Context: an optimization exercise on an open-source flow, tuned for small area, a short achievable clock period and few clock cycles. The choices shown serve that exercise and are no tape-out recipe.

before:
==> flow/design.v <==
module soma
(
    input clock, reset, start, op,
    input [31:0] data_a, data_b,
    output [31:0] data_o,
    output busy, ready
);
    reg [31:0] data_o_reg;
    wire [31:0] result;
    soma_calc calc (.op(op), .a(data_a), .b(data_b), .o(result));
    always @(posedge clock or posedge reset) begin
        if (reset)
            data_o_reg <= 32'd0;
        else if (start)
            data_o_reg <= result;
    end
    assign data_o = data_o_reg;
    assign ready = 1'b1;
    assign busy = 1'b0;
endmodule
module soma_tz23 (input [22:0] x, output reg [4:0] n);
    integer i;
    always @* begin
        n = 5'd23;
        for (i = 22; i >= 0; i = i - 1)
            if (x[i]) n = i;
    end
endmodule
module soma_lz23 (input [22:0] x, output reg [4:0] n);
    integer i;
    always @* begin
        n = 5'd23;
        for (i = 0; i < 23; i = i + 1)
            if (x[i]) n = 22 - i;
    end
endmodule
module soma_calc
(
    input op,
    input [31:0] a, b,
    output [31:0] o
);
    wire [7:0] ea = a[30:23], eb = b[30:23];
    wire sa = a[31], sb = b[31];
    wire [8:0] dab = {1'b0, ea} - {1'b0, eb};
    wire [7:0] dba = eb - ea;
    wire e_lt = dab[8];
    wire e_eq = (ea == eb);
    wire f_gt = a[22:0] > b[22:0];
    wire abig = ~e_lt & (~e_eq | f_gt);
    wire [7:0] d = e_lt ? dba : dab[7:0];
    wire sub = (op != (sa == sb));
    wire dD = (d >= 8'd233);
    wire sel_a = abig ^ dD;            
    wire [23:0] P = sel_a ? {1'b1, a[22:0]} : {1'b1, b[22:0]};
    wire [23:0] Q = sel_a ? {1'b1, b[22:0]} : {1'b1, a[22:0]};
    wire [7:0] eP = sel_a ? ea : eb;
    wire [7:0] eS = abig ? eb : ea;
    wire [7:0] sh = sel_a ? dab[7:0] : dba;
    wire [6:0] dn = ~d[6:0];           
    reg [23:0] mask;
    integer i;
    always @* begin
        for (i = 0; i < 24; i = i + 1)
            mask[i] = dD | (~d[7] & (dn >= i));
    end
    wire [23:0] Pm = P & mask;
    wire zero_p = ~|Pm;
    wire [4:0] tza, tzb;
    soma_tz23 tz_a (.x(a[22:0]), .n(tza));
    soma_tz23 tz_b (.x(b[22:0]), .n(tzb));
    wire [4:0] tzq = sel_a ? tzb : tza;
    wire sh_big = |sh[7:5];
    wire [24:0] Q_al = sh_big ? 25'd0 : ({Q, 1'b0} >> sh[4:0]);
    wire sticky = sh_big | ({3'd0, sh[4:0]} >= {3'd0, tzq} + 8'd2);
    wire [25:0] X = {1'b0, Pm, 1'b0} + ({1'b0, Q_al} ^ {26{sub}})
                    + {25'd0, sub & ~sticky};
    wire [24:0] H = X[25:1];
    wire rnd = X[0] & (d > 8'd2) & ~dD;
    wire [22:0] inc = (H[24] ? H[23:1] : H[22:0]) + {22'd0, rnd};
    wire [4:0] lz;
    soma_lz23 lzc (.x(H[22:0]), .n(lz));
    wire [21:0] nrm = H[21:0] << lz;
    wire top = H[24] | H[23];
    wire [22:0] frac_n = top ? inc : {nrm, rnd};
    wire [7:0] exp_n = top ? eP + {7'd0, H[24]} : eP - 8'd1 - {3'd0, lz};
    reg [22:0] zs;
    always @* begin
        zs[0] = (d <= 8'd129);
        for (i = 1; i < 23; i = i + 1)
            zs[i] = ({1'b0, d} <= 9'd104 + i);
    end
    wire spec = zero_p | (dD & sub);
    wire [22:0] frac_s = sub ? (dD ? 23'h7FFFFF : zs) : 23'd0;
    wire [7:0] exp_s = sub ? eS + 8'd104 : eS;
    wire sgn = (sa == sb) ? (op ? sa : (abig ? sa : ~sb))
                          : (op ? (abig ? sa : sb) : sa);
    assign o = {sgn, spec ? exp_s : exp_n, spec ? frac_s : frac_n};
endmodule
Settings: LEC_CHECK=0, CAP_MARGIN=20, CORE_MARGIN=2, CORE_UTILIZATION=40, SLEW_MARGIN=20; clock period 8.0 ns.
run.sh (not shown) runs the stock make flow with config.mk's settings and CLKGATE_MAP_FILE= SYNTH_SCRIPT=/design/flow/synth_recipe.tcl, a recipe that flattens the netlist after the stock synthesis.
before: all stages done; final checks FAILED (negative setup slack).
The following lists how after was set up differently from before:
==> flow/design.v, changed modules only <==
module soma_lz24 (input [23:0] x, output reg [4:0] n);
    integer i;
    always @* begin
        n = 5'd24;
        for (i = 0; i < 24; i = i + 1)
            if (x[i]) n = 23 - i;
    end
endmodule
module soma_calc
(
    input op,
    input [31:0] a, b,
    output [31:0] o
);
    wire [7:0] ea = a[30:23], eb = b[30:23];
    wire sa = a[31], sb = b[31];
    wire [8:0] dab = {1'b0, ea} - {1'b0, eb};
    wire [7:0] dba = eb - ea;
    wire e_lt = dab[8];
    wire e_eq = (ea == eb);
    wire f_gt = a[22:0] > b[22:0];
    wire abig = ~e_lt & (~e_eq | f_gt);
    wire [7:0] d = e_lt ? dba : dab[7:0];
    wire sub = (op != (sa == sb));
    wire dD = (d >= 8'd233);           
    wire regB = ~dD & (d >= 8'd105);   
    wire d1 = (d == 8'd1);
    wire near = (sub & (e_eq | d1)) | regB;
    wire sel_a = abig ^ dD;            
    wire [23:0] P = sel_a ? {1'b1, a[22:0]} : {1'b1, b[22:0]};
    wire [23:0] Q = sel_a ? {1'b1, b[22:0]} : {1'b1, a[22:0]};
    wire [7:0] eP = sel_a ? ea : eb;
    wire [7:0] eS = abig ? eb : ea;
    wire [7:0] sh = sel_a ? dab[7:0] : dba;
    wire [6:0] dn = ~d[6:0];           
    reg [23:0] mask;
    integer i;
    always @* begin
        for (i = 0; i < 24; i = i + 1)
            mask[i] = ~regB | (~d[7] & (dn >= i));
    end
    wire [23:0] Pm = P & mask;
    wire zero_p = regB & ~|Pm;
    wire [24:0] Qn = e_eq ? {Q, 1'b0} : d1 ? {1'b0, Q} : {23'd0, sub, 1'b0};
    wire [24:0] Xn = {Pm, 1'b0} - Qn;
    wire [23:0] Hn = Xn[24:1];
    wire [4:0] lz;
    soma_lz24 lzc (.x(Hn), .n(lz));
    wire sh_big = |sh[7:5];
    wire [24:0] V = {Hn, 1'b0};
    reg [24:0] Vr;
    always @* begin
        for (i = 0; i < 25; i = i + 1)
            Vr[i] = V[24 - i];
    end
    wire [24:0] rin = near ? Vr : (sh_big ? 25'd0 : {Q, 1'b0});
    wire [4:0] amt = near ? lz : sh[4:0];
    wire [24:0] sout = rin >> amt;
    wire [4:0] tza, tzb;
    soma_tz23 tz_a (.x(a[22:0]), .n(tza));
    soma_tz23 tz_b (.x(b[22:0]), .n(tzb));
    wire [4:0] tzq = sel_a ? tzb : tza;
    wire sticky = sh_big | ({3'd0, sh[4:0]} >= {3'd0, tzq} + 8'd2);
    wire [25:0] X = {1'b0, P, 1'b0} + ({1'b0, sout} ^ {26{sub}})
                    + {25'd0, sub & ~sticky};
    wire [24:0] H = X[25:1];
    wire rnd = X[0] & (d > 8'd2) & ~dD;
    wire [22:0] fpre = H[24] ? H[23:1] : H[23] ? H[22:0] : {H[21:0], 1'b0};
    wire [22:0] frac_f = fpre + {22'd0, rnd};
    wire [7:0] exp_f = H[24] ? eP + 8'd1 : H[23] ? eP : eP - 8'd1;
    reg [22:0] frac_n;
    always @* begin
        for (i = 0; i < 23; i = i + 1)
            frac_n[i] = sout[23 - i];
        frac_n[0] = frac_n[0] | (regB & sub);
    end
    wire [7:0] exp_n = eP - {3'd0, lz};
    reg [22:0] zs;
    always @* begin
        zs[0] = (d <= 8'd129);
        for (i = 1; i < 23; i = i + 1)
            zs[i] = ({1'b0, d} <= 9'd104 + i);
    end
    wire spec = zero_p | (dD & sub);
    wire [22:0] frac_s = sub ? (dD ? 23'h7FFFFF : zs) : 23'd0;
    wire [7:0] exp_s = sub ? eS + 8'd104 : eS;
    wire sgn = (sa == sb) ? (op ? sa : (abig ? sa : ~sb))
                          : (op ? (abig ? sa : sb) : sa);
    assign o = {sgn, spec ? exp_s : near ? exp_n : exp_f,
                     spec ? frac_s : near ? frac_n : frac_f};
endmodule
// module soma_lz23 removed
Results
Complete run, failing final checks: after, reason negative setup slack.
Taking before as the reference, in after share of synthesized cell area in and, or, nand and nor gates +2.7 points, count of cells along the worst hold path ~0 delta, post-route cell area +5.5%, area occupied by multi-input gates +1.9%.
after falls short of before in final hold slack.
Final cycle utilization of the critical path: after > before
before reports its top metal layer carrying routed signals as met4 while after reports met5.
Diff before -> after: number of clock buffer instances in the layout up 1; met3 track utilization from global routing went up; critical path depth climbed 33%; initial cell density of the core fell by 0.33 points; placer's final routability congestion estimate rose by 0.027.
No functional check of the RTL was part of any run of this note.

## port drivers added, routing unchanged
Ports are ideal in the flow. The routed layouts listed here were re-timed in OpenROAD. Step 1: set_driving_cell puts a clkbuf_16 on clock and a buf_2 on each other input, an assumption about the parent block. Step 2 moves the port delays by t, midway between the first and last clock arrival at a register: inputs arrive t later, outputs are due t later. That takes back most of the time a late clock gives input paths. Three values: no drivers, after step 1, after step 2; two values: the first two.
| run | t, ns | setup WS [ns] | worst hold slack (ns) | slew at the worst register clock pin (ns) |
|---|---|---|---|---|
| before | 0.311 | -1.709 / -1.721 / -2.033 | 0.520 / 0.520 / 0.520 | 0.05 / 0.05 |
| after | 0.322 | -5.236 / -5.220 / -5.542 | 0.484 / 0.484 / 0.484 | 0.06 / 0.06 |
The setup slack of before, which loses most, moves by -0.012 ns with the drivers and by -0.324 ns with both steps.
